What follows belongs to an exercise in optimizing a design on an open flow for small area; a production flow would make more cautious choices. The RTL was checked by simulation tests, not by an equivalence proof against the original design. In every run shown here, the design's own scripts or RTL, not TritonCTS, make the clock network. No driver is modelled on the clock port, so clock power and skew are understated where the tree is cut down; a real chip needs a root buffer or a tree. Power and IR drop assume default switching activity.

[flow/design.v]
module main(
    input car_in,
    input [2:0] car_out,
    input clk_in,
    input rst,
    output wire door_open,
    output wire full_signal,
    output reg [3:0] state,
    output wire [4:0] seg_select,
    output reg [7:0] seg_data,
    output tmp
);
    assign tmp = rst;
    reg [5:0] dl;
    reg [2:0] dk;
    wire c40 = ~dl[0] & ~dl[1] & ~dl[4] & ~dl[5];
    always @(posedge clk_in or posedge rst)
        if (rst) begin
            dl <= 6'd25; dk <= 3'd0;
        end else begin
            dl <= {dl[4:0], dl[5] ^ dl[0] ^ c40};
            dk <= dk + {2'b0, c40};
        end
    wire t1 = c40 & ~dk[0];
    wire t2 = c40 & dk[0] & dk[1] & ~dk[2];
    reg ai, ax;
    reg [1:0] mi, mx;
    always @(posedge clk_in or posedge rst)
        if (rst) begin
            ai <= 1'b0; ax <= 1'b0; mi[0] <= 1'b0; mx[0] <= 1'b0;
        end else if (t1) begin
            ai <= ~car_in;
            ax <= ~car_out[2];
            mi[0] <= ai & (mi[1] | mi[0]);
            mx[0] <= ax & (mx[1] | mx[0]);
        end
    always @(posedge clk_in)
        if (t1) begin
            mi[1] <= ai & ~mi[0];
            mx[1] <= ax & ~mx[0];
        end
    wire di = mi[1] & mi[0];
    wire dx = mx[1] & mx[0];
    reg [1:0] ls;
    wire [1:0] spot = car_out[1:0];
    wire s0 = state[0], s1 = state[1], s2 = state[2], s3 = state[3];
    wire is_full = &state;
    wire entry = di & ~is_full;
    wire exitv = dx & (is_full | ~di) & state[spot];
    wire E = t1 & entry;
    wire X = t1 & exitv;
    wire q4 = ~s3 & s2 & ~s1 & ~s0;           
    wire [3:0] setc = {s2 & s1 & s0, s1 & s0, s0 | q4, ~q4};
    wire [3:0] clr = {spot == 2'd3, spot == 2'd2, spot == 2'd1, spot == 2'd0};
    wire [3:0] nstate = (state | ({4{E}} & setc)) & ~({4{X}} & clr);
    wire s13 = ~s3 & ~s2 & s0;
    wire dreq_n = entry | exitv | (ls[0] & s13);
    wire fg_n = di & (&nstate);
    always @(posedge clk_in or posedge rst)
        if (rst) state <= 4'b0000;
        else     state <= nstate;
    always @(posedge clk_in) begin
        ls[1] <= ~(s3 & s2 & ~(s1 & s0 & ls[1]));
        if (E) ls[0] <= s0 & (s2 | (ls[0] & ~s1));
        else if (X) ls[0] <= spot[0] | ~(s3 & s2);
    end
    reg [6:0] dc;
    reg [5:0] dt;
    wire d_act = dt[5] | dt[4];
    wire [7:0] dcc;
    wire [6:0] dtc;
    assign dcc[0] = t1 & d_act;
    assign dtc[0] = dcc[7];
    genvar i;
    generate
        for (i = 0; i < 7; i = i + 1) begin : g_dc
            assign dcc[i+1] = dcc[i] & dc[i];
        end
        for (i = 0; i < 6; i = i + 1) begin : g_dt
            assign dtc[i+1] = dtc[i] & dt[i];
        end
    endgenerate
    wire [6:0] dc_n = d_act ? ((dc ^ dcc[6:0]) | {5'b0, dcc[7], dcc[7]}) : 7'd3;
    wire d_idle_tick = t1 & ~d_act;
    wire [5:0] dt_n = d_idle_tick ? (dt[0] ? 6'd24 : {5'b0, dreq_n})
                                  : ((dt ^ dtc[5:0]) | {5'b0, dtc[6] & dreq_n});
    always @(posedge clk_in or posedge rst)
        if (rst) begin
            dt[5:4] <= 2'b00; dt[0] <= 1'b0;
        end else begin
            dt[5:4] <= dt_n[5:4]; dt[0] <= dt_n[0];
        end
    always @(posedge clk_in) dt[3:1] <= dt_n[3:1];
    always @(posedge clk_in) dc <= dc_n;
    assign door_open = d_act & ~dt[0];
    reg [7:0] fc;
    reg [2:0] ft;
    wire f_act = ft[2] | (ft[1] & ft[0]);
    wire [8:0] fcc;
    wire [3:0] ftc;
    assign fcc[0] = t1 & f_act;
    assign ftc[0] = fcc[8];
    generate
        for (i = 0; i < 8; i = i + 1) begin : g_fc
            assign fcc[i+1] = fcc[i] & fc[i];
        end
        for (i = 0; i < 3; i = i + 1) begin : g_ft
            assign ftc[i+1] = ftc[i] & ft[i];
        end
    endgenerate
    wire [7:0] fc_n = f_act ? ((fc ^ fcc[7:0]) | {5'b0, fcc[8], fcc[8], 1'b0}) : 8'd6;
    wire f_idle_tick = t1 & ~f_act;
    wire [2:0] ft_n = f_idle_tick ? (ft[0] ? 3'd3 : {2'b0, fg_n})
                                  : ((ft ^ ftc[2:0]) | {2'b0, ftc[3] & fg_n});
    always @(posedge clk_in or posedge rst)
        if (rst) begin
            ft[2] <= 1'b0; ft[0] <= 1'b0;
        end else begin
            ft[2] <= ft_n[2]; ft[0] <= ft_n[0];
        end
    always @(posedge clk_in) ft[1] <= ft_n[1];
    always @(posedge clk_in) fc <= fc_n;
    assign full_signal = f_act & ft[0];
    wire ge3 = (s0 & s1 & (s2 | s3)) | (s2 & s3 & (s0 | s1));    
    wire nz = s0 | s1 | s2 | s3;
    wire ex2 = nz & ~ge3 & ~(s0 ^ s1 ^ s2 ^ s3);                   
    wire ls2 = ls[1] & ~ls[0];
    wire [2:0] dsp = {~ge3, ~ex2, (nz & ~ge3) | (is_full & ~ls2)};
    wire q12 = s3 & s2 & ~s1 & ~s0;
    wire n1 = is_full ? ls[1] : (s0 & s1);
    wire n0 = (is_full | q12) ? ls[0] : (s0 & ~(s1 & ~s2));
    wire [2:0] dnr = (is_full & ~ls2) ? 3'b100 : {n1, ~n1 | n0, ~n0 | n1};
    reg sel;
    reg [2:0] sg;
    always @(posedge clk_in or posedge rst)
        if (rst) begin
            sel <= 1'b0; sg <= 3'b000;
        end else if (t2) begin
            sel <= ~sel;
            sg <= sel ? dnr : dsp;
        end
    assign seg_select = {2'b00, sel, 1'b0, ~sel};
    always @* begin
        seg_data[7] = 1'b0;
        seg_data[6] = sg[2];
        seg_data[5] = sg[1] & (sg[2] ^ sg[0]);
        seg_data[4] = sg[0] & ~(sg[2] & sg[1]);
        seg_data[3] = sg[0];
        seg_data[2] = sg[1];
        seg_data[1] = sg[1] | sg[0];
        seg_data[0] = sg[0];
    end
endmodule
[flow/flow/run.sh]
#!/bin/bash
# ORFS layout as the standard.sh runs it, with these changes:
#  - synthesis maps logic with area-oriented ABC scripts (flow/abc/*.script)
#    and without the separate adder mapping (ADDER_MAP_FILE empty): the
#    synthesis is run once per script and the script giving the smallest
#    cell area (synthesis buffers excluded) is used for the layout. The rest of
#    the standard synthesis, and so every register, is unchanged.
#  - port buffers use the smallest buffer cell
#  - one tie cell drives all constant outputs
#  - the clock tree is a few leaf buffers driven by the clock port, one per
#    group of nearby flip-flops (flow/kbuf.tcl, run in place of
#    clock_tree_synthesis through ORFS's PRE_CTS_TCL hook)
# Each tool's output goes to a log file in this folder.
set -euo pipefail
WD=$(pwd)
rm -rf "$WD/scripts_mod"
cp -r "$FLOW_HOME/scripts" "$WD/scripts_mod"

best=""
best_area=""
for s in "$WD"/flow/abc/*.script; do
  k=$(basename "$s" .script)
  rm -rf "$WD/try_$k" "$WD/scripts_$k"
  cp -r "$WD/scripts_mod" "$WD/scripts_$k"
  cp "$s" "$WD/scripts_$k/abc_area.script"
  bash standard.sh SCRIPTS_DIR="$WD/scripts_$k" ADDER_MAP_FILE= WORK_HOME="$WD/try_$k" synth > "$WD/synth_try_$k.log" 2>&1 &
done
wait
for s in "$WD"/flow/abc/*.script; do
  k=$(basename "$s" .script)
  stat="$WD/try_$k/reports/$FLOW_PLATFORM/main/base/synth_stat.txt"
  [[ -f "$stat" ]] || continue
  a=$(awk '/sky130_fd_sc_hd__/ && !/__buf_|__clkbuf_/ {a+=$2} END {printf "%.4f", a}' "$stat")
  echo "script $k: area $a" >> "$WD/synth_choice.log"
  if [[ -z "$best" ]] || awk -v a="$a" -v b="$best_area" 'BEGIN {exit !(a < b)}'; then
    best=$k; best_area=$a
  fi
done
echo "chosen: $best ($best_area)" >> "$WD/synth_choice.log"
cp "$WD/flow/abc/$best.script" "$WD/scripts_mod/abc_area.script"
rm -rf "$WD"/try_* "$WD"/scripts_s*

export BUFFER_PORTS_ARGS="-buffer_cell sky130_fd_sc_hd__buf_1"
export PRE_CTS_TCL="$WD/flow/kbuf.tcl"
export CLK_BUF=sky130_fd_sc_hd__buf_6
export CLK_GROUPS=3
bash standard.sh SCRIPTS_DIR="$WD/scripts_mod" ADDER_MAP_FILE= SKIP_REPAIR_TIE_FANOUT=1 finish > "$WD/standard_flow.log" 2>&1
[flow/flow/abc/s00.script]
strash
balance
rewrite
refactor
balance
rewrite
rewrite -z
balance
refactor -z
rewrite -z
balance
balance
rewrite
refactor
balance
rewrite
rewrite -z
balance
refactor -z
rewrite -z
balance
&get -n
&dch -f
&nf -R 1000
&put
topo
dnsize -c
[flow/flow/abc/s01.script]
strash
balance
rewrite
refactor
balance
rewrite
rewrite -z
balance
refactor -z
rewrite -z
balance
balance
rewrite
refactor
balance
rewrite
rewrite -z
balance
refactor -z
rewrite -z
balance
dch -f
amap
topo
dnsize -c
[flow/flow/abc/s02.script]
strash
balance
rewrite
refactor
balance
rewrite
rewrite -z
balance
refactor -z
rewrite -z
balance
balance
rewrite
refactor
balance
rewrite
rewrite -z
balance
refactor -z
rewrite -z
balance
&get -n
&dc2
&put
&get -n
&dch -f
&nf -R 1000
&put
topo
dnsize -c
[flow/flow/abc/s03.script]
strash
balance
rewrite
refactor
balance
rewrite
rewrite -z
balance
refactor -z
rewrite -z
balance
&get -n
&dch -f
&nf -R 1000
&put
topo
dnsize -c
[flow/flow/abc/s04.script]
strash
dc2
balance
rewrite
refactor
balance
rewrite
rewrite -z
balance
refactor -z
rewrite -z
balance
dch -f
amap
topo
dnsize -c
[flow/flow/abc/s05.script]
strash
balance
rewrite
refactor
balance
rewrite
rewrite -z
balance
refactor -z
rewrite -z
balance
balance
rewrite
refactor
balance
rewrite
rewrite -z
balance
refactor -z
rewrite -z
balance
balance
rewrite
refactor
balance
rewrite
rewrite -z
balance
refactor -z
rewrite -z
balance
dch -f
amap
topo
dnsize -c
[flow/flow/abc/s06.script]
strash
dc2
&get -n
&dch -f
&nf -R 1000
&put
topo
dnsize -c
[flow/flow/abc/s07.script]
strash
balance
rewrite
refactor
balance
rewrite
rewrite -z
balance
refactor -z
rewrite -z
balance
ifraig
balance
rewrite
refactor
balance
rewrite
rewrite -z
balance
refactor -z
rewrite -z
balance
&get -n
&dch -f
&nf -R 1000
&put
topo
dnsize -c
[flow/flow/abc/s08.script]
strash
balance
rewrite
refactor
balance
rewrite
rewrite -z
balance
refactor -z
rewrite -z
balance
&get -n
&dch -f
&nf -R 1000 -E 100
&put
topo
dnsize -c
[flow/flow/abc/s09.script]
strash
balance
rewrite
refactor
balance
rewrite
rewrite -z
balance
refactor -z
rewrite -z
balance
balance
rewrite
refactor
balance
rewrite
rewrite -z
balance
refactor -z
rewrite -z
balance
balance
rewrite
refactor
balance
rewrite
rewrite -z
balance
refactor -z
rewrite -z
balance
&get -n
&dch -f
&nf -R 1000
&put
topo
dnsize -c
[flow/flow/abc/s10.script]
strash
&get -n
&dch -f
&nf -R 1000
&put
topo
dnsize -c
[flow/flow/abc/s11.script]
strash
balance
rewrite
refactor
balance
rewrite
rewrite -z
balance
refactor -z
rewrite -z
balance
dc2
balance
rewrite
refactor
balance
rewrite
rewrite -z
balance
refactor -z
rewrite -z
balance
&get -n
&dch -f
&nf -R 1000
&put
topo
dnsize -c
[flow/flow/kbuf.tcl]
# Clock tree of a few leaf buffers: the flip-flops are split into
# $::env(CLK_GROUPS) groups by position (k-means) and each group gets one
# $::env(CLK_BUF) placed at its centroid; the clock port drives the leaf
# buffers directly. Runs in place of clock_tree_synthesis.
proc clock_tree_synthesis {args} {
  set cell $::env(CLK_BUF)
  set k $::env(CLK_GROUPS)
  set block [ord::get_db_block]
  set master [[ord::get_db] findMaster $cell]
  set clk_name [get_full_name [lindex [sta::get_property [lindex [sta::all_clocks] 0] sources] 0]]
  set clknet [$block findNet $clk_name]
  set sinks {}
  foreach it [$clknet getITerms] {
    set bb [[$it getInst] getBBox]
    lappend sinks [list $it [expr {([$bb xMin] + [$bb xMax]) / 2.0}] [expr {([$bb yMin] + [$bb yMax]) / 2.0}]]
  }
  set n [llength $sinks]
  # k-means, seeded with sinks spread along the sorted x order
  set sorted [lsort -real -index 1 $sinks]
  set cx {}; set cy {}
  for {set j 0} {$j < $k} {incr j} {
    set s [lindex $sorted [expr {int(($j + 0.5) * $n / $k)}]]
    lappend cx [lindex $s 1]; lappend cy [lindex $s 2]
  }
  for {set iter 0} {$iter < 50} {incr iter} {
    set assign {}
    foreach s $sinks {
      set best 0; set bd 1e30
      for {set j 0} {$j < $k} {incr j} {
        set d [expr {abs([lindex $s 1] - [lindex $cx $j]) + abs([lindex $s 2] - [lindex $cy $j])}]
        if {$d < $bd} { set bd $d; set best $j }
      }
      lappend assign $best
    }
    set nx {}; set ny {}
    for {set j 0} {$j < $k} {incr j} {
      set sx 0.0; set sy 0.0; set c 0
      foreach s $sinks a $assign { if {$a == $j} { set sx [expr {$sx + [lindex $s 1]}]; set sy [expr {$sy + [lindex $s 2]}]; incr c } }
      if {$c > 0} { lappend nx [expr {$sx / $c}]; lappend ny [expr {$sy / $c}] } else { lappend nx [lindex $cx $j]; lappend ny [lindex $cy $j] }
    }
    set cx $nx; set cy $ny
  }
  for {set j 0} {$j < $k} {incr j} {
    set net [odb::dbNet_create $block clknet_${j}_$clk_name]
    set inst [odb::dbInst_create $block $master clkbuf_${j}_$clk_name]
    [$inst findITerm A] connect $clknet
    [$inst findITerm X] connect $net
    $net setSigType CLOCK
    set c 0
    foreach s $sinks a $assign {
      if {$a == $j} { set it [lindex $s 0]; $it disconnect; $it connect $net; incr c }
    }
    $inst setLocation [expr {int([lindex $cx $j])}] [expr {int([lindex $cy $j])}]
    $inst setPlacementStatus PLACED
    puts "clock buffer $j ($cell) drives $c clock pins"
  }
  $clknet setSigType CLOCK
  set_propagated_clock [sta::all_clocks]
}
[flow/standard.sh]
#!/bin/bash
# synth_recipe.tcl (not shown) runs the flow's synth.tcl, then flattens the netlist and writes it again
# the make line also repeats each setting of config.mk as NAME=value (left out here)
make -C /OpenROAD-flow-scripts/flow DESIGN_CONFIG=/design/flow/config.mk WORK_HOME=/design/flow/orfs CLKGATE_MAP_FILE= SYNTH_SCRIPT=/design/flow/synth_recipe.tcl "${@:-finish}"
[flow/config.mk]
export PLATFORM = sky130hd
export DESIGN_NAME = main
export DESIGN_NICKNAME = main
export VERILOG_FILES = /design/flow/design.v
export SDC_FILE = /design/flow/constraint.sdc
export NUM_CORES = 4
export LEC_CHECK = 0
export ABC_AREA = 1
export CAP_MARGIN = 20
export CORE_MARGIN = 2
export CORE_UTILIZATION = 70
export SLEW_MARGIN = 20
[flow/constraint.sdc]
create_clock -name core_clock -period 10.0 [get_ports {clk_in}]
set_input_delay 2.0000 -clock core_clock [delete_from_list [all_inputs] [get_ports {clk_in}]]
set_output_delay 2.0000 -clock core_clock [all_outputs]
set_load 0.01 [all_outputs]
==> results of run 1 <==
registers in the layout (all words and copies together) (netlist names):
register,cells
dl,6
mi,2
mx,2
ax,1
sel,1
state,4
sg,3
ft,3
dt,6
ls,2
dc,7
ai,1
fc,8
dk,3
cells by family (layout without fill, tap and decap cells):
family	Yosys count	after routing	synth area share [%]
AOI/OAI and AO/OA	63	63	17.4
xor gates and xnor gates	10	10	4.12
buffers and inverters	18	32	5.11
DFF	49	49	53.8
muxes	2	2	1.59
other	1	1	0.176
and+or+nand+nor	78	78	17.8
power groups by stage:
stage	Sequential, W	Clock, W	Combinational (W)
finish	0.000199	0.0000689	0.00000582
global route	0.000199	0.0000777	0.00000670
detailed placement	0.000203	0	0.00000593
CTS	0.000199	0.0000709	0.00000598
floorplan	0.000203	0	0.00000519
global placement	0.000203	0	0.00000561
cell usage in the layout, fill, tap and decap left out, types with 2 or more instances in the layout:
cell / synthesis / final
sky130_fd_sc_hd__o21a_1: 4 / 4
sky130_fd_sc_hd__dfxtp_1: 20 / 20
sky130_fd_sc_hd__clkinv_1: 7 / 7
sky130_fd_sc_hd__nor3_1: 4 / 4
sky130_fd_sc_hd__xor2_1: 3 / 3
sky130_fd_sc_hd__a31oi_1: 5 / 5
sky130_fd_sc_hd__nand3_1: 2 / 2
sky130_fd_sc_hd__buf_6: 0 / 3
sky130_fd_sc_hd__dfstp_2: 3 / 3
sky130_fd_sc_hd__a21oi_1: 24 / 24
sky130_fd_sc_hd__nor2_1: 26 / 26
sky130_fd_sc_hd__o21ai_0: 19 / 19
sky130_fd_sc_hd__dfrtp_1: 23 / 23
sky130_fd_sc_hd__nor2b_1: 3 / 3
sky130_fd_sc_hd__buf_1: 0 / 21
sky130_fd_sc_hd__nand4_1: 2 / 2
sky130_fd_sc_hd__and3_1: 9 / 9
sky130_fd_sc_hd__nand2_1: 16 / 16
sky130_fd_sc_hd__xnor2_1: 7 / 7
sky130_fd_sc_hd__and2_0: 9 / 9
sky130_fd_sc_hd__or2_0: 3 / 3
sky130_fd_sc_hd__edfxtp_1: 3 / 3
per-stage QoR:
stage	hold WS, ns	std cells	area (µm²)	worst slack, ns	utilization (%)
final	0.363	268	2210	5.76	74.1
after global routing	0.369	268	2210	5.71	74.1
after CTS	0.366	268	2210	5.75	74.1
after detailed placement	0.345	265	2170	5.76	73.0
after global placement	0.338	265	2170	5.75	73.0
after floorplan	0.333	221	2130	5.88	-
final timing paths:
check,start,slack (ns),depth (start not counted),end
worst max-delay path,rst,5.76,2,tmp
worst min-delay path,dl[3],0.36,0,dl[4]
worst max register to register,dl[1],6.37,11,ft[0]
worst min register to register,dl[3],0.36,0,dl[4]
max in group asynchronous,rst,7.65,2,ft[0]
min in group asynchronous,rst,1.92,2,dl[2]
per-layer routing:
| metal | vias up | GRT usage (%) | share of wire (%) |
|---|---|---|---|
| li1 | 798 | - | - |
| met1 | 765 | 27.0 | 44 |
| met2 | 39 | 42.4 | 51 |
| met3 | 6 | 2.18 | 4.2 |
| met4 | 0 | 4.87 | 1.3 |
| met5 | - | 0 | 0 |
area by class of cell:
| type | instances | area [µm²] |
|---|---|---|
| sequential | 49 | 1140 |
| multi-input combinational | 154 | 875 |
| fill | 233 | 771 |
| timing repair buffer | 22 | 86.3 |
| tap | 33 | 41.3 |
| buffer | 3 | 33.8 |
| inverter | 7 | 26.3 |
==> results_tabular.tex, run 1 <==
\begin{tabular}{lr}
\hline
Metric & Value \\
\hline
\multicolumn{2}{l}{\textbf{Min path}} \\
Min-Delay Path Class & flip-flop to flip-flop \\
\multicolumn{2}{l}{\textbf{Final layout}} \\
Relative area change from synthesis to final layout & 3.70\% \\
Net total in the final layout & 243 \\
Ratio of cells with drive above 1 in the final layout & 3.40\% \\
Total inserted antenna cells & 0 \\
\multicolumn{2}{l}{\textbf{Global routing}} \\
GR Util All Layers & 22.2\% \\
Overflow after GRT & 0 \\
Global-route wire length before repair & 6.26 mm \\
Maximum number of pins on one net before global-route repair & 27 \\
Number of antenna violations at the first check in global routing & 0 \\
Number of global-route vias before repair & 1541 \\
\multicolumn{2}{l}{\textbf{Die}} \\
Die area & 0.00350 mm² \\
Top Ports & 26 \\
Area inside the core boundary & 0.00298 mm² \\
Die Ht & 59.1 µm \\
Starting density of the core & 71.5\% \\
Row count & 20 \\
Chip Width & 59.1 µm \\
\multicolumn{2}{l}{\textbf{Clocking}} \\
CTS clk-pin slew, worst paths & 0.11 ns \\
Clk Latency, worst-skew pair & 0.13 ns \\
\# hold bufs at CTS & 0 \\
Post-CTS setup buffer count & 0 \\
Resized cells post-CTS & 0 \\
\multicolumn{2}{l}{\textbf{STA}} \\
Tightest Pin Transition & 0.892 ns \\
Share of the clock period used by the worst path & 42.4\% \\
Slew headroom & 40.1\% \\
Peak Freq & 236 MHz \\
Setup-failing EPs final & 0 \\
Worst clock skew on the final layout & 0.0121 ns \\
Final count of hold timing violations & 0 \\
Final setup TNS & 0 ns \\
Fin crit period & 4.24 ns \\
Max Transition Viols Final & 0 \\
Unrepaired setup endpoints after global routing & false \\
\multicolumn{2}{l}{\textbf{Route}} \\
Total wirelength of the detailed-routed design & 3.66 mm \\
Via count of the routed design & 1608 \\
DR DRC count & 0 \\
Via-to-Cell Ratio & 6.00 \\
Routed length per placed instance & 13.6 µm \\
Detailed Route Iter0 Violations & 111 \\
Residual antenna-violating net count after detailed routing & 0 \\
Drt first pass iters & 4 \\
\multicolumn{2}{l}{\textbf{Pwr}} \\
IR drop worst, VDD & 0.0000918 V \\
Pint & 0.000225 W \\
Proportion of power drawn by flip-flops and latches & 72.7\% \\
Leakage & 0.900 nW \\
Clock network fraction of design power & 25.1\% \\
Share of total power in combinational logic & 2.1\% \\
Power, Total & 0.000274 W \\
Power per cell area & 124 mW/mm² \\
Net switching power & 0.0000493 W \\
Net switching share of the total power & 18.0\% \\
\multicolumn{2}{l}{\textbf{Critical path}} \\
Critical path's most frequent cell & sky130\_fd\_sc\_hd\_\_buf\_1 \\
CP Buf/Inv Count & 2 \\
Maximum fanout encountered on the critical timing path & 2 \\
CP peak stage delay & 0.15 ns \\
Setup Crit Path Kind & input port to primary output \\
Critical Path RT & 8.00 ns \\
Arr. time, crit path & 2.24 ns \\
Type of element launching the critical path & input port \\
Worst path cell trace & buf\_1, buf\_1 \\
Family with the most delay on the worst path & buffers and inverters \\
Slowest cell on the critical path & sky130\_fd\_sc\_hd\_\_buf\_1 \\
Endpoint kind of the worst setup timing path & primary output \\
\multicolumn{2}{l}{\textbf{Synth}} \\
Post-synthesis register bit count & 49 \\
Number of warnings printed during yosys synthesis & 1 \\
Synth Net Count & 227 \\
Area share of the leading cell type in the synthesized netlist & 27.0\% \\
Most frequent cell after synthesis & sky130\_fd\_sc\_hd\_\_nor2\_1 \\
Average cell area after synthesis & 9.63 µm² \\
Async set or reset register ratio after synthesis & 53.1\% \\
Synthesized cell area & 0.00213 mm² \\
List of most frequent post-synthesis cells & 26 x sky130\_fd\_sc\_hd\_\_nor2\_1, 24 x sky130\_fd\_sc\_hd\_\_a21oi\_1, 23 x sky130\_fd\_sc\_hd\_\_dfrtp\_1, 20 x sky130\_fd\_sc\_hd\_\_dfxtp\_1, 19 x sky130\_fd\_sc\_hd\_\_o21ai\_0 \\
Post-synth EDFFs & 3 \\
Share of the yosys chip area belonging to registers & 53.8\% \\
Biggest area contributors in the synthesized netlist & sky130\_fd\_sc\_hd\_\_dfrtp\_1 27\%, sky130\_fd\_sc\_hd\_\_dfxtp\_1 19\%, sky130\_fd\_sc\_hd\_\_a21oi\_1 5.6\%, sky130\_fd\_sc\_hd\_\_nor2\_1 4.6\%, sky130\_fd\_sc\_hd\_\_o21ai\_0 4.5\% \\
Distinct cell type count of the synthesized netlist & 39 \\
Top\_reg\_cell synth & sky130\_fd\_sc\_hd\_\_dfrtp\_1 \\
Gate count of the mapped netlist & 221 \\
Area leader, netlist & sky130\_fd\_sc\_hd\_\_dfrtp\_1 \\
\multicolumn{2}{l}{\textbf{Place}} \\
HPWL after DPL & 2.75 mm \\
\# port buffers & 21 \\
Routability-driven placement congestion ratio & 0.846 \\
\multicolumn{2}{l}{\textbf{Run status}} \\
Result of the run & timing/DRC/antenna clean \\
\multicolumn{2}{l}{\textbf{Flow run}} \\
Max-cap violations & 0 \\
\hline
\end{tabular}
==> run 2, diff against run 1 <==
--- a/flow/design.v
+++ b/flow/design.v
@@ -41,7 +41,7 @@
         end
     wire di = mi[1] & mi[0];
     wire dx = mx[1] & mx[0];
-    reg [1:0] ls;
+    reg lf;
     wire [1:0] spot = car_out[1:0];
     wire s0 = state[0], s1 = state[1], s2 = state[2], s3 = state[3];
     wire is_full = &state;
@@ -54,15 +54,14 @@
     wire [3:0] clr = {spot == 2'd3, spot == 2'd2, spot == 2'd1, spot == 2'd0};
     wire [3:0] nstate = (state | ({4{E}} & setc)) & ~({4{X}} & clr);
     wire s13 = ~s3 & ~s2 & s0;
-    wire dreq_n = entry | exitv | (ls[0] & s13);
+    wire dreq_n = entry | exitv | (lf & s13);
     wire fg_n = di & (&nstate);
     always @(posedge clk_in or posedge rst)
         if (rst) state <= 4'b0000;
         else     state <= nstate;
     always @(posedge clk_in) begin
-        ls[1] <= ~(s3 & s2 & ~(s1 & s0 & ls[1]));
-        if (E) ls[0] <= s0 & (s2 | (ls[0] & ~s1));
-        else if (X) ls[0] <= spot[0] | ~(s3 & s2);
+        if (E) lf <= s0 & ~s2 & (s1 | lf);
+        else if (X) lf <= spot[0] | ~(s3 & s2);
     end
     reg [6:0] dc;
     reg [5:0] dt;
@@ -124,12 +123,11 @@
     wire ge3 = (s0 & s1 & (s2 | s3)) | (s2 & s3 & (s0 | s1));    
     wire nz = s0 | s1 | s2 | s3;
     wire ex2 = nz & ~ge3 & ~(s0 ^ s1 ^ s2 ^ s3);                   
-    wire ls2 = ls[1] & ~ls[0];
-    wire [2:0] dsp = {~ge3, ~ex2, (nz & ~ge3) | (is_full & ~ls2)};
+    wire [2:0] dsp = {~ge3, ~ex2, (nz & ~ge3) | (is_full & ~lf)};
     wire q12 = s3 & s2 & ~s1 & ~s0;
-    wire n1 = is_full ? ls[1] : (s0 & s1);
-    wire n0 = (is_full | q12) ? ls[0] : (s0 & ~(s1 & ~s2));
-    wire [2:0] dnr = (is_full & ~ls2) ? 3'b100 : {n1, ~n1 | n0, ~n0 | n1};
+    wire n1 = is_full | (s0 & s1);
+    wire n0 = ~is_full & (q12 ? lf : (s0 & ~(s1 & ~s2)));
+    wire [2:0] dnr = (is_full & ~lf) ? 3'b100 : {n1, ~n1 | n0, ~n0 | n1};
     reg sel;
     reg [2:0] sg;
     always @(posedge clk_in or posedge rst)
--- a/flow/config.mk
+++ b/flow/config.mk
@@ -7,6 +7,6 @@
 export LEC_CHECK = 0
 export ABC_AREA = 1
 export CAP_MARGIN = 20
-export CORE_MARGIN = 2
-export CORE_UTILIZATION = 70
+export CORE_AREA = 2.5 2.5 59.5 59.5
+export DIE_AREA = 0 0 62 62
 export SLEW_MARGIN = 20
==> run 2 against run 1 <==
  * Synthesized cell count decreased by 2.3%
  * Die area increased by 9.9%
  * Sequential power down 2%
  * Area after synthesis fell by 1.8%
  * Final cell count increased by 1.9%
  * Cell area down 1.5%
  * Critical path type unchanged
  * Critical endpoint unchanged
  * Highest routed layer unchanged
==> results_tabular.tex, run 2 <==
\begin{tabular}{lr}
\hline
Metric & Value \\
\hline
\multicolumn{2}{l}{\textbf{Critical path}} \\
Setup Crit Path Kind & input port to primary output \\
Number of cell instances on the worst register-to-register path & 13 \\
Setup crit start & rst \\
End point of the critical path & tmp \\
R2r startpoint & dl[1] \\
Critical path's most frequent cell & sky130\_fd\_sc\_hd\_\_buf\_1 \\
Arr. time, crit path & 2.24 ns \\
CP peak stage delay & 0.15 ns \\
Slowest cell on the critical path & sky130\_fd\_sc\_hd\_\_buf\_1 \\
Critical Path RT & 8.00 ns \\
Levels on crit path & 2 \\
CP Buf/Inv Count & 2 \\
End of the worst register-to-register path & dt[0] \\
Flop-to-flop setup slack & 6.24 ns \\
Maximum fanout encountered on the critical timing path & 2 \\
Family with the most delay on the worst path & buffers and inverters \\
Worst path cell trace & buf\_1, buf\_1 \\
Endpoint kind of the worst setup timing path & primary output \\
Type of element launching the critical path & input port \\
\multicolumn{2}{l}{\textbf{Die}} \\
Chip Width & 62 µm \\
Die area & 0.00384 mm² \\
Top Ports & 26 \\
Starting density of the core & 67.9\% \\
Area inside the core boundary & 0.00308 mm² \\
Row count & 20 \\
Die Ht & 62 µm \\
\multicolumn{2}{l}{\textbf{Route}} \\
Drt first pass iters & 4 \\
Routed length per placed instance & 13.2 µm \\
Via-to-Cell Ratio & 5.67 \\
Residual antenna-violating net count after detailed routing & 0 \\
DR DRC count & 0 \\
Via count of the routed design & 1547 \\
Detailed Route Iter0 Violations & 128 \\
Total wirelength of the detailed-routed design & 3.62 mm \\
\multicolumn{2}{l}{\textbf{Synth}} \\
Xor and xnor fraction of the mapped netlist area & 4.61\% \\
Distinct cell type count of the synthesized netlist & 37 \\
Share of the yosys chip area belonging to registers & 53.8\% \\
Synthesized cell area & 0.00209 mm² \\
Async set or reset register ratio after synthesis & 54.2\% \\
Fraction of the mapped netlist area in compound gates & 16.6\% \\
Average cell area after synthesis & 9.67 µm² \\
Post-synthesis register bit count & 48 \\
Most frequent cell after synthesis & sky130\_fd\_sc\_hd\_\_nor2\_1 \\
Area share of the leading cell type in the synthesized netlist & 27.5\% \\
Synth Net Count & 222 \\
List of most frequent post-synthesis cells & 30 x sky130\_fd\_sc\_hd\_\_nor2\_1, 23 x sky130\_fd\_sc\_hd\_\_dfrtp\_1, 22 x sky130\_fd\_sc\_hd\_\_a21oi\_1, 19 x sky130\_fd\_sc\_hd\_\_dfxtp\_1, 17 x sky130\_fd\_sc\_hd\_\_o21ai\_0 \\
Multiplexer share of the synthesized area & 2.10\% \\
Top\_reg\_cell synth & sky130\_fd\_sc\_hd\_\_dfrtp\_1 \\
Number of warnings printed during yosys synthesis & 1 \\
Main combinational cell family by area after synthesis & simple AND/OR/NAND/NOR gates \\
Biggest area contributors in the synthesized netlist & sky130\_fd\_sc\_hd\_\_dfrtp\_1 28\%, sky130\_fd\_sc\_hd\_\_dfxtp\_1 18\%, sky130\_fd\_sc\_hd\_\_nor2\_1 5.4\%, sky130\_fd\_sc\_hd\_\_a21oi\_1 5.3\%, sky130\_fd\_sc\_hd\_\_edfxtp\_1 4.3\% \\
Post-synth EDFFs & 3 \\
Area leader, netlist & sky130\_fd\_sc\_hd\_\_dfrtp\_1 \\
Simple-gate share of the synthesized area & 17.8\% \\
Gate count of the mapped netlist & 216 \\
Post-synthesis adder-cell area fraction & 0\% \\
\multicolumn{2}{l}{\textbf{Pwr}} \\
IR drop worst, VDD & 0.000137 V \\
Leakage & 0.874 nW \\
Power per cell area & 124 mW/mm² \\
Power, Total & 0.000269 W \\
\multicolumn{2}{l}{\textbf{Clocking}} \\
CTS clk-pin slew, worst paths & 0.11 ns \\
Clk Latency, worst-skew pair & 0.14 ns \\
\# hold bufs at CTS & 0 \\
Resized cells post-CTS & 0 \\
Post-CTS setup buffer count & 0 \\
\multicolumn{2}{l}{\textbf{STA}} \\
Setup-failing EPs final & 0 \\
Final setup TNS & 0 ns \\
Share of the clock period used by the worst path & 42.4\% \\
Final count of hold timing violations & 0 \\
Unrepaired setup endpoints after global routing & false \\
Max Transition Viols Final & 0 \\
Tightest Pin Transition & 0.913 ns \\
Fin crit period & 4.24 ns \\
Worst clock skew on the final layout & 0.0199 ns \\
Peak Freq & 236 MHz \\
Slew headroom & 38.7\% \\
\multicolumn{2}{l}{\textbf{Global routing}} \\
Overflow after GRT & 0 \\
GR Util All Layers & 20.0\% \\
Global-route wire length before repair & 5.95 mm \\
Number of antenna violations at the first check in global routing & 0 \\
Number of global-route vias before repair & 1433 \\
Maximum number of pins on one net before global-route repair & 27 \\
\multicolumn{2}{l}{\textbf{Final layout}} \\
Biggest registers after layout & fc x8, dc x7 \\
Ratio of cells with drive above 1 in the final layout & 3.06\% \\
Relative area change from synthesis to final layout & 4.07\% \\
Total inserted antenna cells & 0 \\
Commonest cells after routing, fill and taps aside & 30 x sky130\_fd\_sc\_hd\_\_nor2\_1, 23 x sky130\_fd\_sc\_hd\_\_dfrtp\_1, 22 x sky130\_fd\_sc\_hd\_\_a21oi\_1, 21 x sky130\_fd\_sc\_hd\_\_buf\_1, 19 x sky130\_fd\_sc\_hd\_\_dfxtp\_1 \\
Net total in the final layout & 237 \\
Most common library cell in the layout ignoring fill and taps & sky130\_fd\_sc\_hd\_\_nor2\_1 \\
Most flop-heavy register & fc \\
Largest register FFs & 8 \\
\multicolumn{2}{l}{\textbf{Place}} \\
Routability-driven placement congestion ratio & 0.873 \\
HPWL after DPL & 2.65 mm \\
\# port buffers & 21 \\
\multicolumn{2}{l}{\textbf{Min path}} \\
Min-Delay Path Class & flip-flop to flip-flop \\
\multicolumn{2}{l}{\textbf{Flow run}} \\
Max-cap violations & 0 \\
\multicolumn{2}{l}{\textbf{Run status}} \\
Result of the run & timing/DRC/antenna clean \\
\hline
\end{tabular}
## run 2: routing by layer
| metal | vias up | global-route usage (%) | share of wire, % |
|---|---|---|---|
| met4 | 0 | 3.95 | 1.1 |
| met2 | 44 | 37.5 | 50 |
| met3 | 5 | 1.86 | 5.1 |
| li1 | 778 | - | - |
| met5 | - | 0 | 0 |
| met1 | 720 | 24.9 | 44 |
## run 2: cells by family (layout without fill, tap and decap cells)
logic type	Yosys count	after routing
xor+xnor	11	11
other cells	1	1
mux	3	3
simple gates	77	77
compound gates	60	60
buf+inv	16	29
flops	48	48
## run 2: worst min-delay path by stage
stage | startpoint | end | slack, ns | depth (start not counted)
floorplan | dl[2] | dl[3] | 0.33 | 0
finish | dl[3] | dl[4] | 0.36 | 0
detailed placement | dl[2] | dl[3] | 0.34 | 0
global placement | dl[2] | dl[3] | 0.34 | 0
global route | dl[3] | dl[4] | 0.37 | 0
CTS | dl[3] | dl[4] | 0.37 | 0
## run 2: cell type report
cell class                      instances  area [µm²]
Multi-Input combinational cell        152         863
Fill cell                             245         903
Tap cell                               44        55.1
Inverter                                5        18.8
Sequential cell                        48        1120
Buffer                                  3        33.8
Timing Repair Buffer                   21        78.8
## run 2: through the flow
step           hold slack, ns  cell area, µm²  setup WS, ns  cells  utilization (%)
4_1_cts                 0.367            2170          5.75    273             70.7
6_report                0.364            2170          5.76    273             70.7
3_5_place_dp            0.340            2140          5.75    270             69.6
3_3_place_gp            0.336            2140          5.76    270             69.6
5_1_grt                 0.370            2170          5.68    273             70.7
2_1_floorplan           0.333            2090          5.88    216                -
## run 2: power by group
part,switching [W],internal (W),total (W)
clock network,0.0000443,0.0000242,0.0000685
registers,0.000000247,0.000195,0.000195
logic,0.00000432,0.00000138,0.00000571
==> run 3, diff against run 2 <==
--- a/flow/design.v
+++ b/flow/design.v
@@ -52,7 +52,8 @@
     wire q4 = ~s3 & s2 & ~s1 & ~s0;           
     wire [3:0] setc = {s2 & s1 & s0, s1 & s0, s0 | q4, ~q4};
     wire [3:0] clr = {spot == 2'd3, spot == 2'd2, spot == 2'd1, spot == 2'd0};
-    wire [3:0] nstate = (state | ({4{E}} & setc)) & ~({4{X}} & clr);
+    wire dxe = dx & (is_full | ~di);
+    wire [3:0] nstate = (state | ({4{E}} & setc)) & ~({4{t1 & dxe}} & clr);
     wire s13 = ~s3 & ~s2 & s0;
     wire dreq_n = entry | exitv | (lf & s13);
     wire fg_n = di & (&nstate);
==> run 3 against run 2 <==
  * Via count is 1.9% higher
  * Power is 0.49% higher
  * Wire length is 0.83% higher
  * Final cell count is 0.73% higher
  * Largest power group unchanged
  * Highest routed layer unchanged
==> results_tabular.tex, run 3 <==
\begin{tabular}{lr}
\hline
Metric & Value \\
\hline
\multicolumn{2}{l}{\textbf{Final layout}} \\
Relative area change from synthesis to final layout & 4.10\% \\
Final Cell Area & 0.00216 mm² \\
Biggest registers after layout & fc x8, dc x7 \\
Largest register FFs & 8 \\
Ratio of cells with drive above 1 in the final layout & 3.03\% \\
Net total in the final layout & 239 \\
Most common library cell in the layout ignoring fill and taps & sky130\_fd\_sc\_hd\_\_nor2\_1 \\
Most flop-heavy register & fc \\
Commonest cells after routing, fill and taps aside & 32 x sky130\_fd\_sc\_hd\_\_nor2\_1, 23 x sky130\_fd\_sc\_hd\_\_a21oi\_1, 23 x sky130\_fd\_sc\_hd\_\_dfrtp\_1, 21 x sky130\_fd\_sc\_hd\_\_buf\_1, 19 x sky130\_fd\_sc\_hd\_\_dfxtp\_1 \\
Total inserted antenna cells & 0 \\
\multicolumn{2}{l}{\textbf{Place}} \\
HPWL after DPL & 2.71 mm \\
\# port buffers & 21 \\
Routability-driven placement congestion ratio & 0.850 \\
Placed Area & 0.00213 mm² \\
\multicolumn{2}{l}{\textbf{STA}} \\
Setup-failing EPs final & 0 \\
Unrepaired setup endpoints after global routing & false \\
Peak Freq & 235 MHz \\
Max Transition Viols Final & 0 \\
Final count of hold timing violations & 0 \\
Slew headroom & 37.8\% \\
Final setup TNS & 0 ns \\
Fin crit period & 4.25 ns \\
Tightest Pin Transition & 0.928 ns \\
Worst clock skew on the final layout & 0.0141 ns \\
Share of the clock period used by the worst path & 42.5\% \\
\multicolumn{2}{l}{\textbf{Global routing}} \\
Number of global-route vias before repair & 1364 \\
Number of antenna violations at the first check in global routing & 0 \\
GR Util All Layers & 20.0\% \\
Global-route wire length before repair & 5.99 mm \\
Maximum number of pins on one net before global-route repair & 27 \\
Overflow after GRT & 0 \\
\multicolumn{2}{l}{\textbf{Synth}} \\
Async set or reset register ratio after synthesis & 54.2\% \\
Top\_reg\_cell synth & sky130\_fd\_sc\_hd\_\_dfrtp\_1 \\
Share of the yosys chip area belonging to registers & 54.2\% \\
Gate count of the mapped netlist & 218 \\
Area share of the leading cell type in the synthesized netlist & 27.7\% \\
Post-synth EDFFs & 3 \\
Number of warnings printed during yosys synthesis & 1 \\
Average cell area after synthesis & 9.53 µm² \\
Distinct cell type count of the synthesized netlist & 34 \\
Synth Net Count & 224 \\
Area leader, netlist & sky130\_fd\_sc\_hd\_\_dfrtp\_1 \\
Biggest area contributors in the synthesized netlist & sky130\_fd\_sc\_hd\_\_dfrtp\_1 28\%, sky130\_fd\_sc\_hd\_\_dfxtp\_1 18\%, sky130\_fd\_sc\_hd\_\_nor2\_1 5.8\%, sky130\_fd\_sc\_hd\_\_a21oi\_1 5.5\%, sky130\_fd\_sc\_hd\_\_edfxtp\_1 4.3\% \\
Synthesized cell area & 0.00208 mm² \\
Post-synthesis register bit count & 48 \\
List of most frequent post-synthesis cells & 32 x sky130\_fd\_sc\_hd\_\_nor2\_1, 23 x sky130\_fd\_sc\_hd\_\_a21oi\_1, 23 x sky130\_fd\_sc\_hd\_\_dfrtp\_1, 19 x sky130\_fd\_sc\_hd\_\_dfxtp\_1, 13 x sky130\_fd\_sc\_hd\_\_o21ai\_0 \\
Most frequent cell after synthesis & sky130\_fd\_sc\_hd\_\_nor2\_1 \\
\multicolumn{2}{l}{\textbf{Critical path}} \\
Worst path cell trace & buf\_1, buf\_1 \\
Type of element launching the critical path & input port \\
Maximum fanout encountered on the critical timing path & 2 \\
Setup Crit Path Kind & input port to primary output \\
Critical Path RT & 8.00 ns \\
Slowest cell on the critical path & sky130\_fd\_sc\_hd\_\_buf\_1 \\
CP Buf/Inv Count & 2 \\
CP peak stage delay & 0.15 ns \\
Critical path's most frequent cell & sky130\_fd\_sc\_hd\_\_buf\_1 \\
Endpoint kind of the worst setup timing path & primary output \\
Family with the most delay on the worst path & buffers and inverters \\
Arr. time, crit path & 2.25 ns \\
Flop-to-flop setup slack & 6.26 ns \\
\multicolumn{2}{l}{\textbf{Flow run}} \\
Max-cap violations & 0 \\
\multicolumn{2}{l}{\textbf{Die}} \\
Die area & 0.00384 mm² \\
Area inside the core boundary & 0.00308 mm² \\
Top Ports & 26 \\
Row count & 20 \\
Starting density of the core & 67.5\% \\
Chip Width & 62 µm \\
Die Ht & 62 µm \\
\multicolumn{2}{l}{\textbf{Route}} \\
Via-to-Cell Ratio & 5.73 \\
DR DRC count & 0 \\
Residual antenna-violating net count after detailed routing & 0 \\
Detailed Route Iter0 Violations & 141 \\
Via count of the routed design & 1576 \\
Drt first pass iters & 4 \\
Routed length per placed instance & 13.3 µm \\
Total wirelength of the detailed-routed design & 3.65 mm \\
\multicolumn{2}{l}{\textbf{Pwr}} \\
Power, Total & 0.000271 W \\
Power per cell area & 125 mW/mm² \\
IR drop worst, VDD & 0.000102 V \\
Leakage & 0.866 nW \\
\multicolumn{2}{l}{\textbf{Min path}} \\
Min-Delay Path Class & flip-flop to flip-flop \\
\multicolumn{2}{l}{\textbf{Clocking}} \\
Post-CTS setup buffer count & 0 \\
Clk Latency, worst-skew pair & 0.14 ns \\
Resized cells post-CTS & 0 \\
\# hold bufs at CTS & 0 \\
CTS clk-pin slew, worst paths & 0.11 ns \\
\multicolumn{2}{l}{\textbf{Run status}} \\
Result of the run & timing/DRC/antenna clean \\
\hline
\end{tabular}
-- run 3: cell types whose count changed after synthesis, moves of 2 or more --
cell	delta
sky130_fd_sc_hd__a31oi_1	-3
sky130_fd_sc_hd__nor2_1	+2
sky130_fd_sc_hd__and3_1	+2
sky130_fd_sc_hd__clkinv_1	+2
sky130_fd_sc_hd__a311oi_1	+3
sky130_fd_sc_hd__o21ai_0	-4
sky130_fd_sc_hd__nor3b_1	-2
sky130_fd_sc_hd__nor3_1	+6
-- run 3: routing by layer --
layer  GRT usage, %  routed length, µm
met5              0                  0
met4           2.13                 25
met3           1.24                142
met2           36.3               1790
met1           27.4               1690
-- run 3: metrics by stage --
stage               cells  hold WS, ns  setup slack [ns]  utilization, %
finish                275        0.370              5.75            70.2
CTS                   275        0.372              5.75            70.2
global route          275        0.374              5.70            70.2
global placement      272        0.337              5.75            69.1
detailed placement    272        0.348              5.75            69.1
floorplan             218        0.333              5.88               -
-- run 3: cell type report --
type / instances / area, µm²
Sequential cell: 48 / 1120
Fill cell: 262 / 916
Multi-Input combinational cell: 152 / 843
Timing Repair Buffer: 21 / 78.8
Tap cell: 44 / 55.1
Buffer: 3 / 33.8
Inverter: 7 / 26.3
-- run 3: power breakdown --
part | switching, W | internal, W
Combinational | 0.00000427 | 0.00000137
Sequential | 0.000000298 | 0.000195
Clock | 0.0000456 | 0.0000242
-- run 3: kinds of logic after synthesis --
| kind of cell | after synthesis | share of synthesized area [%] |
|---|---|---|
| XOR/XNOR | 10 | 4.22 |
| multiplexers | 1 | 1.08 |
| other | 1 | 0.181 |
| AND/OR/NAND/NOR | 84 | 19.2 |
| flip-flops | 48 | 54.2 |
| buffers and inverters | 18 | 5.24 |
| AO/OA/AOI/OAI | 56 | 16.0 |
-- run 3: worst paths after layout --
kind                       start     to  cells after the start
max                          rst    tmp                      2
min                        dl[3]  dl[4]                      0
max reg2reg                dl[1]  dt[0]                     12
min reg2reg                dl[3]  dl[4]                      0
max in group asynchronous    rst  mi[0]                      2
min in group asynchronous    rst  dl[1]                      2
==> run 4, diff against run 3 <==
--- a/flow/flow/run.sh
+++ b/flow/flow/run.sh
@@ -7,10 +7,6 @@
 #    the standard synthesis, and so every register, is unchanged.
 #  - port buffers use the smallest buffer cell
 #  - one tie cell drives all constant outputs
-#  - the clock tree is a few leaf buffers driven by the clock port, one per
-#    group of nearby flip-flops (flow/kbuf.tcl, run in place of
-#    clock_tree_synthesis through ORFS's PRE_CTS_TCL hook)
-# Each tool's output goes to a log file in this folder.
 set -euo pipefail
 WD=$(pwd)
 rm -rf "$WD/scripts_mod"
@@ -42,6 +38,6 @@
 
 export BUFFER_PORTS_ARGS="-buffer_cell sky130_fd_sc_hd__buf_1"
 export PRE_CTS_TCL="$WD/flow/kbuf.tcl"
-export CLK_BUF=sky130_fd_sc_hd__buf_6
-export CLK_GROUPS=3
+export CLK_CANDIDATES="sky130_fd_sc_hd__buf_4:4 sky130_fd_sc_hd__buf_8:2 sky130_fd_sc_hd__buf_6:3 sky130_fd_sc_hd__clkbuf_8:3 sky130_fd_sc_hd__buf_6:4 sky130_fd_sc_hd__clkbuf_16:4"
+export CLK_SLEW_TARGET_PS=118
 bash standard.sh SCRIPTS_DIR="$WD/scripts_mod" ADDER_MAP_FILE= SKIP_REPAIR_TIE_FANOUT=1 finish > "$WD/standard_flow.log" 2>&1
==> flow/flow/abc/s12.script (new file) <==
strash
balance
rewrite
refactor
balance
rewrite
rewrite -z
balance
refactor -z
rewrite -z
balance
&get -n
&dch -f
&nf -R 1000 -C 32 -F 8
&put
topo
dnsize -c
==> flow/flow/abc/s13.script (new file) <==
strash
balance
rewrite
refactor
balance
rewrite
rewrite -z
balance
refactor -z
rewrite -z
balance
resub -K 8
balance
rewrite
refactor
balance
rewrite
rewrite -z
balance
refactor -z
rewrite -z
balance
&get -n
&dch -f
&nf -R 1000
&put
topo
dnsize -c
==> flow/flow/abc/s14.script (new file) <==
strash
balance
rewrite
refactor
balance
rewrite
rewrite -z
balance
refactor -z
rewrite -z
balance
balance
rewrite
refactor
balance
rewrite
rewrite -z
balance
refactor -z
rewrite -z
balance
resub -K 10 -N 2
balance
rewrite
refactor
balance
rewrite
rewrite -z
balance
refactor -z
rewrite -z
balance
&get -n
&dch -f
&nf -R 1000
&put
topo
dnsize -c
==> flow/flow/abc/s15.script (new file) <==
strash
balance
rewrite
refactor
balance
rewrite
rewrite -z
balance
refactor -z
rewrite -z
balance
&get -n
&st
&if -K 4 -a
&mfs
&st
&put
balance
rewrite
refactor
balance
rewrite
rewrite -z
balance
refactor -z
rewrite -z
balance
&get -n
&dch -f
&nf -R 1000
&put
topo
dnsize -c
==> flow/flow/kbuf.tcl (replaced) <==
proc kbuf_groups {sinks k} {
  set n [llength $sinks]
  set cap [expr {($n + $k - 1) / $k}]
  set sorted [lsort -real -index 1 $sinks]
  set cx {}; set cy {}
  for {set j 0} {$j < $k} {incr j} {
    set s [lindex $sorted [expr {int(($j + 0.5) * $n / $k)}]]
    lappend cx [lindex $s 1]; lappend cy [lindex $s 2]
  }
  set assign {}
  for {set iter 0} {$iter < 30} {incr iter} {
    # capacity-limited assignment, shortest distances first
    set pairs {}
    set i 0
    foreach s $sinks {
      for {set j 0} {$j < $k} {incr j} {
        lappend pairs [list [expr {abs([lindex $s 1] - [lindex $cx $j]) + abs([lindex $s 2] - [lindex $cy $j])}] $i $j]
      }
      incr i
    }
    set pairs [lsort -real -index 0 $pairs]
    set assign [lrepeat $n -1]
    set count [lrepeat $k 0]
    foreach p $pairs {
      lassign $p d i j
      if {[lindex $assign $i] >= 0 || [lindex $count $j] >= $cap} continue
      lset assign $i $j
      lset count $j [expr {[lindex $count $j] + 1}]
    }
    set nx {}; set ny {}
    for {set j 0} {$j < $k} {incr j} {
      set sx 0.0; set sy 0.0; set c 0
      foreach s $sinks a $assign { if {$a == $j} { set sx [expr {$sx + [lindex $s 1]}]; set sy [expr {$sy + [lindex $s 2]}]; incr c } }
      if {$c > 0} { lappend nx [expr {$sx / $c}]; lappend ny [expr {$sy / $c}] } else { lappend nx [lindex $cx $j]; lappend ny [lindex $cy $j] }
    }
    set cx $nx; set cy $ny
  }
  return [list $assign $cx $cy]
}

proc kbuf_worst_slew {} {
  estimate_parasitics -placement
  set worst 0.0
  foreach pin [get_pins -hierarchical */CLK] {
    set s [get_property $pin slew_max]
    if {$s > $worst} { set worst $s }
  }
  # slew_max is in ns here
  return [expr {$worst * 1000.0}]
}

proc clock_tree_synthesis {args} {
  set block [ord::get_db_block]
  set clk_name [get_full_name [lindex [sta::get_property [lindex [sta::all_clocks] 0] sources] 0]]
  set clknet [$block findNet $clk_name]
  set sinks {}
  foreach it [$clknet getITerms] {
    set bb [[$it getInst] getBBox]
    lappend sinks [list $it [expr {([$bb xMin] + [$bb xMax]) / 2.0}] [expr {([$bb yMin] + [$bb yMax]) / 2.0}]]
  }
  set_propagated_clock [sta::all_clocks]
  $clknet setSigType CLOCK
  set cands $::env(CLK_CANDIDATES)
  set last [expr {[llength $cands] - 1}]
  set idx 0
  foreach cand $cands {
    lassign [split $cand :] cell k
    set master [[ord::get_db] findMaster $cell]
    lassign [kbuf_groups $sinks $k] assign cx cy
    set insts {}; set nets {}
    for {set j 0} {$j < $k} {incr j} {
      set net [odb::dbNet_create $block clknet_${j}_$clk_name]
      set inst [odb::dbInst_create $block $master clkbuf_${j}_$clk_name]
      [$inst findITerm A] connect $clknet
      [$inst findITerm X] connect $net
      $net setSigType CLOCK
      set c 0
      foreach s $sinks a $assign {
        if {$a == $j} { set it [lindex $s 0]; $it disconnect; $it connect $net; incr c }
      }
      $inst setLocation [expr {int([lindex $cx $j])}] [expr {int([lindex $cy $j])}]
      $inst setPlacementStatus PLACED
      lappend insts $inst; lappend nets $net
      puts "clock buffer $j ($cell) drives $c clock pins"
    }
    set w [kbuf_worst_slew]
    puts "clock tree $cand: estimated worst clock-pin slew $w"
    if {$w <= $::env(CLK_SLEW_TARGET_PS) || $idx == $last} { puts "clock tree kept: $cand"; return }
    # undo and try the next candidate
    foreach s $sinks { set it [lindex $s 0]; $it disconnect; $it connect $clknet }
    foreach inst $insts { odb::dbInst_destroy $inst }
    foreach net $nets { odb::dbNet_destroy $net }
    incr idx
  }
}
==> run 4 against run 3 <==
  * Register-to-register slack gained 0.09 ns
  * Global-route usage grew 0.10 points
  * Critical path depth is the same
  * Critical endpoint unchanged
  * Clock skew shrank 0.0071 ns
  * Sequential power is essentially flat
  * Utilization shrank 0.16 points
  * Critical path type unchanged
  * Power shrank 0.88%
  * Flip-flop and latch count is the same
  * Still clean
  * Die area is the same
==> results_tabular.tex, run 4 <==
\begin{tabular}{lr}
\hline
Metric & Value \\
\hline
\multicolumn{2}{l}{\textbf{Critical path}} \\
Critical path's most frequent cell & sky130\_fd\_sc\_hd\_\_buf\_1 \\
Type of element launching the critical path & input port \\
Arr. time, crit path & 2.24 ns \\
Levels on crit path & 2 \\
Setup Crit Path Kind & input port to primary output \\
Number of cell instances on the worst register-to-register path & 12 \\
Endpoint kind of the worst setup timing path & primary output \\
Maximum fanout encountered on the critical timing path & 2 \\
CP Buf/Inv Count & 2 \\
Flop-to-flop setup slack & 6.35 ns \\
CP peak stage delay & 0.15 ns \\
Worst path cell trace & buf\_1, buf\_1 \\
Critical Path RT & 8.00 ns \\
Slowest cell on the critical path & sky130\_fd\_sc\_hd\_\_buf\_1 \\
Family with the most delay on the worst path & buffers and inverters \\
\multicolumn{2}{l}{\textbf{Die}} \\
Row count & 20 \\
Die area & 0.00384 mm² \\
Chip Width & 62 µm \\
Area inside the core boundary & 0.00308 mm² \\
Top Ports & 26 \\
Die Ht & 62 µm \\
Starting density of the core & 67.4\% \\
\multicolumn{2}{l}{\textbf{Route}} \\
Via count of the routed design & 1601 \\
Via-to-Cell Ratio & 5.82 \\
DR DRC count & 0 \\
Routed length per placed instance & 13.6 µm \\
Total wirelength of the detailed-routed design & 3.73 mm \\
Detailed Route Iter0 Violations & 180 \\
Drt first pass iters & 4 \\
Residual antenna-violating net count after detailed routing & 0 \\
\multicolumn{2}{l}{\textbf{Synth}} \\
List of most frequent post-synthesis cells & 27 x sky130\_fd\_sc\_hd\_\_nor2\_1, 25 x sky130\_fd\_sc\_hd\_\_a21oi\_1, 23 x sky130\_fd\_sc\_hd\_\_dfrtp\_1, 19 x sky130\_fd\_sc\_hd\_\_dfxtp\_1 \\
Number of warnings printed during yosys synthesis & 1 \\
Post-synthesis register bit count & 48 \\
Synth Net Count & 223 \\
Share of the yosys chip area belonging to registers & 54.2\% \\
Post-synth EDFFs & 3 \\
Async set or reset register ratio after synthesis & 54.2\% \\
Gate count of the mapped netlist & 217 \\
Biggest area contributors in the synthesized netlist & sky130\_fd\_sc\_hd\_\_dfrtp\_1 28\%, sky130\_fd\_sc\_hd\_\_dfxtp\_1 18\%, sky130\_fd\_sc\_hd\_\_a21oi\_1 6.0\%, sky130\_fd\_sc\_hd\_\_nor2\_1 4.9\%, sky130\_fd\_sc\_hd\_\_edfxtp\_1 4.3\% \\
Average cell area after synthesis & 9.57 µm² \\
Most frequent cell after synthesis & sky130\_fd\_sc\_hd\_\_nor2\_1 \\
Distinct cell type count of the synthesized netlist & 33 \\
Top\_reg\_cell synth & sky130\_fd\_sc\_hd\_\_dfrtp\_1 \\
Synthesized cell area & 0.00208 mm² \\
Area share of the leading cell type in the synthesized netlist & 27.7\% \\
Area leader, netlist & sky130\_fd\_sc\_hd\_\_dfrtp\_1 \\
\multicolumn{2}{l}{\textbf{Global routing}} \\
GR Util All Layers & 20.1\% \\
Overflow after GRT & 0 \\
Maximum number of pins on one net before global-route repair & 27 \\
Number of global-route vias before repair & 1500 \\
Global-route wire length before repair & 6.00 mm \\
Number of antenna violations at the first check in global routing & 0 \\
\multicolumn{2}{l}{\textbf{Pwr}} \\
Power per cell area & 124 mW/mm² \\
Leakage & 0.862 nW \\
IR drop worst, VDD & 0.0000968 V \\
\multicolumn{2}{l}{\textbf{STA}} \\
Unrepaired setup endpoints after global routing & false \\
Worst clock skew on the final layout & 0.00699 ns \\
Slew headroom & 40.5\% \\
Setup-failing EPs final & 0 \\
Share of the clock period used by the worst path & 42.4\% \\
Final setup TNS & 0 ns \\
Fin crit period & 4.24 ns \\
Final count of hold timing violations & 0 \\
Max Transition Viols Final & 0 \\
Tightest Pin Transition & 0.886 ns \\
Peak Freq & 236 MHz \\
\multicolumn{2}{l}{\textbf{Final layout}} \\
Commonest cells after routing, fill and taps aside & 27 x sky130\_fd\_sc\_hd\_\_nor2\_1, 25 x sky130\_fd\_sc\_hd\_\_a21oi\_1, 23 x sky130\_fd\_sc\_hd\_\_dfrtp\_1, 21 x sky130\_fd\_sc\_hd\_\_buf\_1, 19 x sky130\_fd\_sc\_hd\_\_dfxtp\_1 \\
Largest register FFs & 8 \\
Most flop-heavy register & fc \\
Final Cell Area & 0.00216 mm² \\
Most common library cell in the layout ignoring fill and taps & sky130\_fd\_sc\_hd\_\_nor2\_1 \\
Net total in the final layout & 239 \\
Total inserted antenna cells & 0 \\
Relative area change from synthesis to final layout & 3.92\% \\
Ratio of cells with drive above 1 in the final layout & 3.46\% \\
Biggest registers after layout & fc x8, dc x7 \\
\multicolumn{2}{l}{\textbf{Clocking}} \\
Clk Latency, worst-skew pair & 0.14 ns \\
Resized cells post-CTS & 0 \\
Post-CTS setup buffer count & 0 \\
CTS clk-pin slew, worst paths & 0.10 ns \\
\# hold bufs at CTS & 0 \\
\multicolumn{2}{l}{\textbf{Flow run}} \\
Max-cap violations & 0 \\
\multicolumn{2}{l}{\textbf{Run status}} \\
Result of the run & timing/DRC/antenna clean \\
\multicolumn{2}{l}{\textbf{Place}} \\
\# port buffers & 21 \\
Routability-driven placement congestion ratio & 0.821 \\
Placed Area & 0.00213 mm² \\
HPWL after DPL & 2.72 mm \\
\multicolumn{2}{l}{\textbf{Min path}} \\
Number of cells traversed by the worst hold path & 0 \\
Min-Delay Path Class & flip-flop to flip-flop \\
\hline
\end{tabular}
## run 4: logic make-up after synthesis
kind of cell / after synthesis / share of synthesized area (%)
AOI/OAI and AO/OA: 61 / 17.2
xor gates and xnor gates: 10 / 4.22
buffers and inverters: 18 / 5.24
DFF: 48 / 54.2
muxes: 1 / 1.08
other: 1 / 0.181
and+or+nand+nor: 78 / 17.9
## run 4: power breakdown
| part | leakage (nW) | internal [W] | switching, W |
|---|---|---|---|
| Sequential | 0.500 | 0.000195 | 0.000000713 |
| Combinational | 0.343 | 0.00000215 | 0.00000536 |
| Clock | 0.0192 | 0.0000211 | 0.0000440 |
| Total | 0.862 | 0.000218 | 0.0000500 |
## run 4: area by class of cell
cell class / instances / area (µm²)
Buffer: 4 / 30.0
Fill cell: 249 / 921
Inverter: 7 / 26.3
Multi-Input combinational cell: 151 / 842
Sequential cell: 48 / 1120
Tap cell: 44 / 55.1
Timing Repair Buffer: 21 / 78.8
## run 4: through the flow
step	total power (W)	cells	util [%]	setup slack [ns]	hold WS (ns)
finish	0.000268	275	70.1	5.76	0.364
global route	0.000279	275	70.1	5.68	0.370
CTS	0.000271	275	70.1	5.75	0.368
detailed placement	0.000207	271	69.1	5.75	0.343
global placement	0.000207	271	69.1	5.76	0.340
floorplan	0.000206	217	-	5.88	0.333
## run 4: path summary, 6_finish.rpt
path,from,to
setup / recovery,rst,tmp
hold / removal,dl[2],dl[3]
setup reg to reg,dl[1],dt[0]
hold reg to reg,dl[2],dl[3]
max in group asynchronous,rst,dt[4]
min in group asynchronous,rst,state[2]
## run 4: metal layers
layer | global-route usage (%) | vias up | wire [µm]
li1 | - | 784 | -
met5 | 0 | - | 0
met2 | 38.7 | 57 | 1850
met3 | 1.86 | 0 | 241
met4 | 4.26 | 0 | 0
met1 | 24.2 | 760 | 1630

-- re-timing with driven ports --
The flow's constraints put no driver on any port. The routed layouts listed below were extracted and timed again, unchanged, in two steps.
Step 1 sets driving cells, clkbuf_16 on the clock port and buf_2 on the other inputs (assumed; they add their load-dependent delay and slew).
Step 2 moves the port delays by t, midway between the first and last clock arrival at a register: inputs arrive t later, outputs are due t later. That takes back most of the time a late clock gives input paths.
Three values: no drivers, after step 1, after step 2; two values: the first two.
run	shift t [ns]	setup WS [ns]	hold WS [ns]	worst setup path at the end
run 1	0.175	5.757 / 5.734 / 5.734	0.363 / 0.363 / 0.363	input to output
run 2	0.174	5.758 / 5.737 / 5.737	0.364 / 0.364 / 0.364	input to output
run 3	0.173	5.753 / 5.730 / 5.730	0.370 / 0.370 / 0.370	input to output
run 4	0.185	5.758 / 5.735 / 5.735	0.364 / 0.364 / 0.364	input to output
After both steps every run listed still meets setup and hold.
